What follows belongs to an exercise in optimizing a design on an open flow for small area; a production flow would make more cautious choices.
The RTL was checked by simulation tests, not by an equivalence proof against the original design.

## JK
==> flow/design.v (excerpt) <==
module pcie_axi_master #
(
    parameter TLP_DATA_WIDTH = 64,
    parameter TLP_STRB_WIDTH = TLP_DATA_WIDTH/32,
    parameter TLP_HDR_WIDTH = 128,
    parameter TLP_SEG_COUNT = 1,
    parameter AXI_DATA_WIDTH = TLP_DATA_WIDTH,
    parameter AXI_ADDR_WIDTH = 64,
    parameter AXI_STRB_WIDTH = (AXI_DATA_WIDTH/8),
    parameter AXI_ID_WIDTH = 8,
    parameter AXI_MAX_BURST_LEN = 256,
    parameter TLP_FORCE_64_BIT_ADDR = 0
)
(
    input  wire                                    clk,
    input  wire                                    rst,
    input  wire [TLP_DATA_WIDTH-1:0]               rx_req_tlp_data,
    input  wire [TLP_SEG_COUNT*TLP_HDR_WIDTH-1:0]  rx_req_tlp_hdr,
    input  wire [TLP_SEG_COUNT-1:0]                rx_req_tlp_valid,
    input  wire [TLP_SEG_COUNT-1:0]                rx_req_tlp_sop,
    input  wire [TLP_SEG_COUNT-1:0]                rx_req_tlp_eop,
    output wire                                    rx_req_tlp_ready,
    output wire [TLP_DATA_WIDTH-1:0]               tx_cpl_tlp_data,
    output wire [TLP_STRB_WIDTH-1:0]               tx_cpl_tlp_strb,
    output wire [TLP_SEG_COUNT*TLP_HDR_WIDTH-1:0]  tx_cpl_tlp_hdr,
    output wire [TLP_SEG_COUNT-1:0]                tx_cpl_tlp_valid,
    output wire [TLP_SEG_COUNT-1:0]                tx_cpl_tlp_sop,
    output wire [TLP_SEG_COUNT-1:0]                tx_cpl_tlp_eop,
    input  wire                                    tx_cpl_tlp_ready,
    output wire [AXI_ID_WIDTH-1:0]                 m_axi_awid,
    output wire [AXI_ADDR_WIDTH-1:0]               m_axi_awaddr,
    output wire [7:0]                              m_axi_awlen,
    output wire [2:0]                              m_axi_awsize,
    output wire [1:0]                              m_axi_awburst,
    output wire                                    m_axi_awlock,
    output wire [3:0]                              m_axi_awcache,
    output wire [2:0]                              m_axi_awprot,
    output wire                                    m_axi_awvalid,
    input  wire                                    m_axi_awready,
    output wire [AXI_DATA_WIDTH-1:0]               m_axi_wdata,
    output wire [AXI_STRB_WIDTH-1:0]               m_axi_wstrb,
    output wire                                    m_axi_wlast,
    output wire                                    m_axi_wvalid,
    input  wire                                    m_axi_wready,
    input  wire [AXI_ID_WIDTH-1:0]                 m_axi_bid,
    input  wire [1:0]                              m_axi_bresp,
    input  wire                                    m_axi_bvalid,
    output wire                                    m_axi_bready,
    output wire [AXI_ID_WIDTH-1:0]                 m_axi_arid,
    output wire [AXI_ADDR_WIDTH-1:0]               m_axi_araddr,
    output wire [7:0]                              m_axi_arlen,
    output wire [2:0]                              m_axi_arsize,
    output wire [1:0]                              m_axi_arburst,
    output wire                                    m_axi_arlock,
    output wire [3:0]                              m_axi_arcache,
    output wire [2:0]                              m_axi_arprot,
    output wire                                    m_axi_arvalid,
    input  wire                                    m_axi_arready,
    input  wire [AXI_ID_WIDTH-1:0]                 m_axi_rid,
    input  wire [AXI_DATA_WIDTH-1:0]               m_axi_rdata,
    input  wire [1:0]                              m_axi_rresp,
    input  wire                                    m_axi_rlast,
    input  wire                                    m_axi_rvalid,
    output wire                                    m_axi_rready,
    input  wire [15:0]                             completer_id,
    input  wire [2:0]                              max_payload_size,
    output wire                                    status_error_cor,
    output wire                                    status_error_uncor
);
clock: 8.0 ns
lec_check: 0
cap_margin: 20
core_margin: 2
core_utilization: 70
slew_margin: 20
standard.sh (not shown) runs the stock make flow with config.mk's settings and CLKGATE_MAP_FILE= SYNTH_SCRIPT=/design/flow/synth_recipe.tcl, a recipe that flattens the netlist after the stock synthesis.
==> flow/flow/run.sh <==
#!/bin/bash
set -e
export CTS_ARGS="-sink_clustering_enable -repair_clock_nets -dont_use_dummy_load -sink_clustering_size 16 -sink_clustering_max_diameter 70 -buf_list sky130_fd_sc_hd__clkbuf_8"
export BUFFER_PORTS_ARGS="-buffer_cell sky130_fd_sc_hd__buf_1"
bash standard.sh > standard.log 2>&1
JK reached the final stage; the timing, design-rule and antenna checks on its layout passed.
Setup changes, JK to MS
# JK
export LEC_CHECK = 0
export CAP_MARGIN = 20
export CORE_MARGIN = 2
export CORE_UTILIZATION = 70
export SLEW_MARGIN = 20
create_clock -name core_clock -period 8.0 [get_ports {clk}]
# MS
export LEC_CHECK = 0
export CAP_MARGIN = 20
export CORE_MARGIN = 2
export CORE_UTILIZATION = 60
export SLEW_MARGIN = 20
create_clock -name core_clock -period 8.0 [get_ports {clk}]
diff --git a/flow/flow/run.sh b/flow/flow/run.sh
--- a/flow/flow/run.sh
+++ b/flow/flow/run.sh
@@ -4,2 +4,3 @@
 export BUFFER_PORTS_ARGS="-buffer_cell sky130_fd_sc_hd__buf_1"
+export SKIP_REPAIR_TIE_FANOUT=1
 bash standard.sh > standard.log 2>&1
### Flow results
- Comparing starting density of the core for JK and MS, the smaller number came from MS.
- Setup TNS after final layout came out exactly the same in JK and MS.
- JK has higher met3 usage in global routing than MS.
- When the final numbers for JK and MS were put side by side, the share of the final layout cell area in multi-input gates turned out to be smaller in MS.

## static timing again, ports no longer ideal
No port has a modelled driver above. Below, the same layouts with a new extraction and two added sets of constraints.
Step 1 assumes that a clkbuf_16 drives the clock port and a buf_2 every other input.
Step 2 moves the port delays by t, midway between the first and last clock arrival at a register: inputs arrive t later, outputs are due t later. That takes back most of the time a late clock gives input paths.
Slacks: no drivers / after step 1 / after step 2; pairs: no drivers / after step 1.
run | shift t [ns] | slack for setup (ns) | latest minus earliest clock arrival (ns)
JK | 0.972 | 1.204 / 1.204 / 1.204 | 0.129 / 0.129
MS | 0.982 | 1.453 / 1.453 / 1.453 | 0.118 / 0.118
After both steps setup and hold are still met in every run listed.
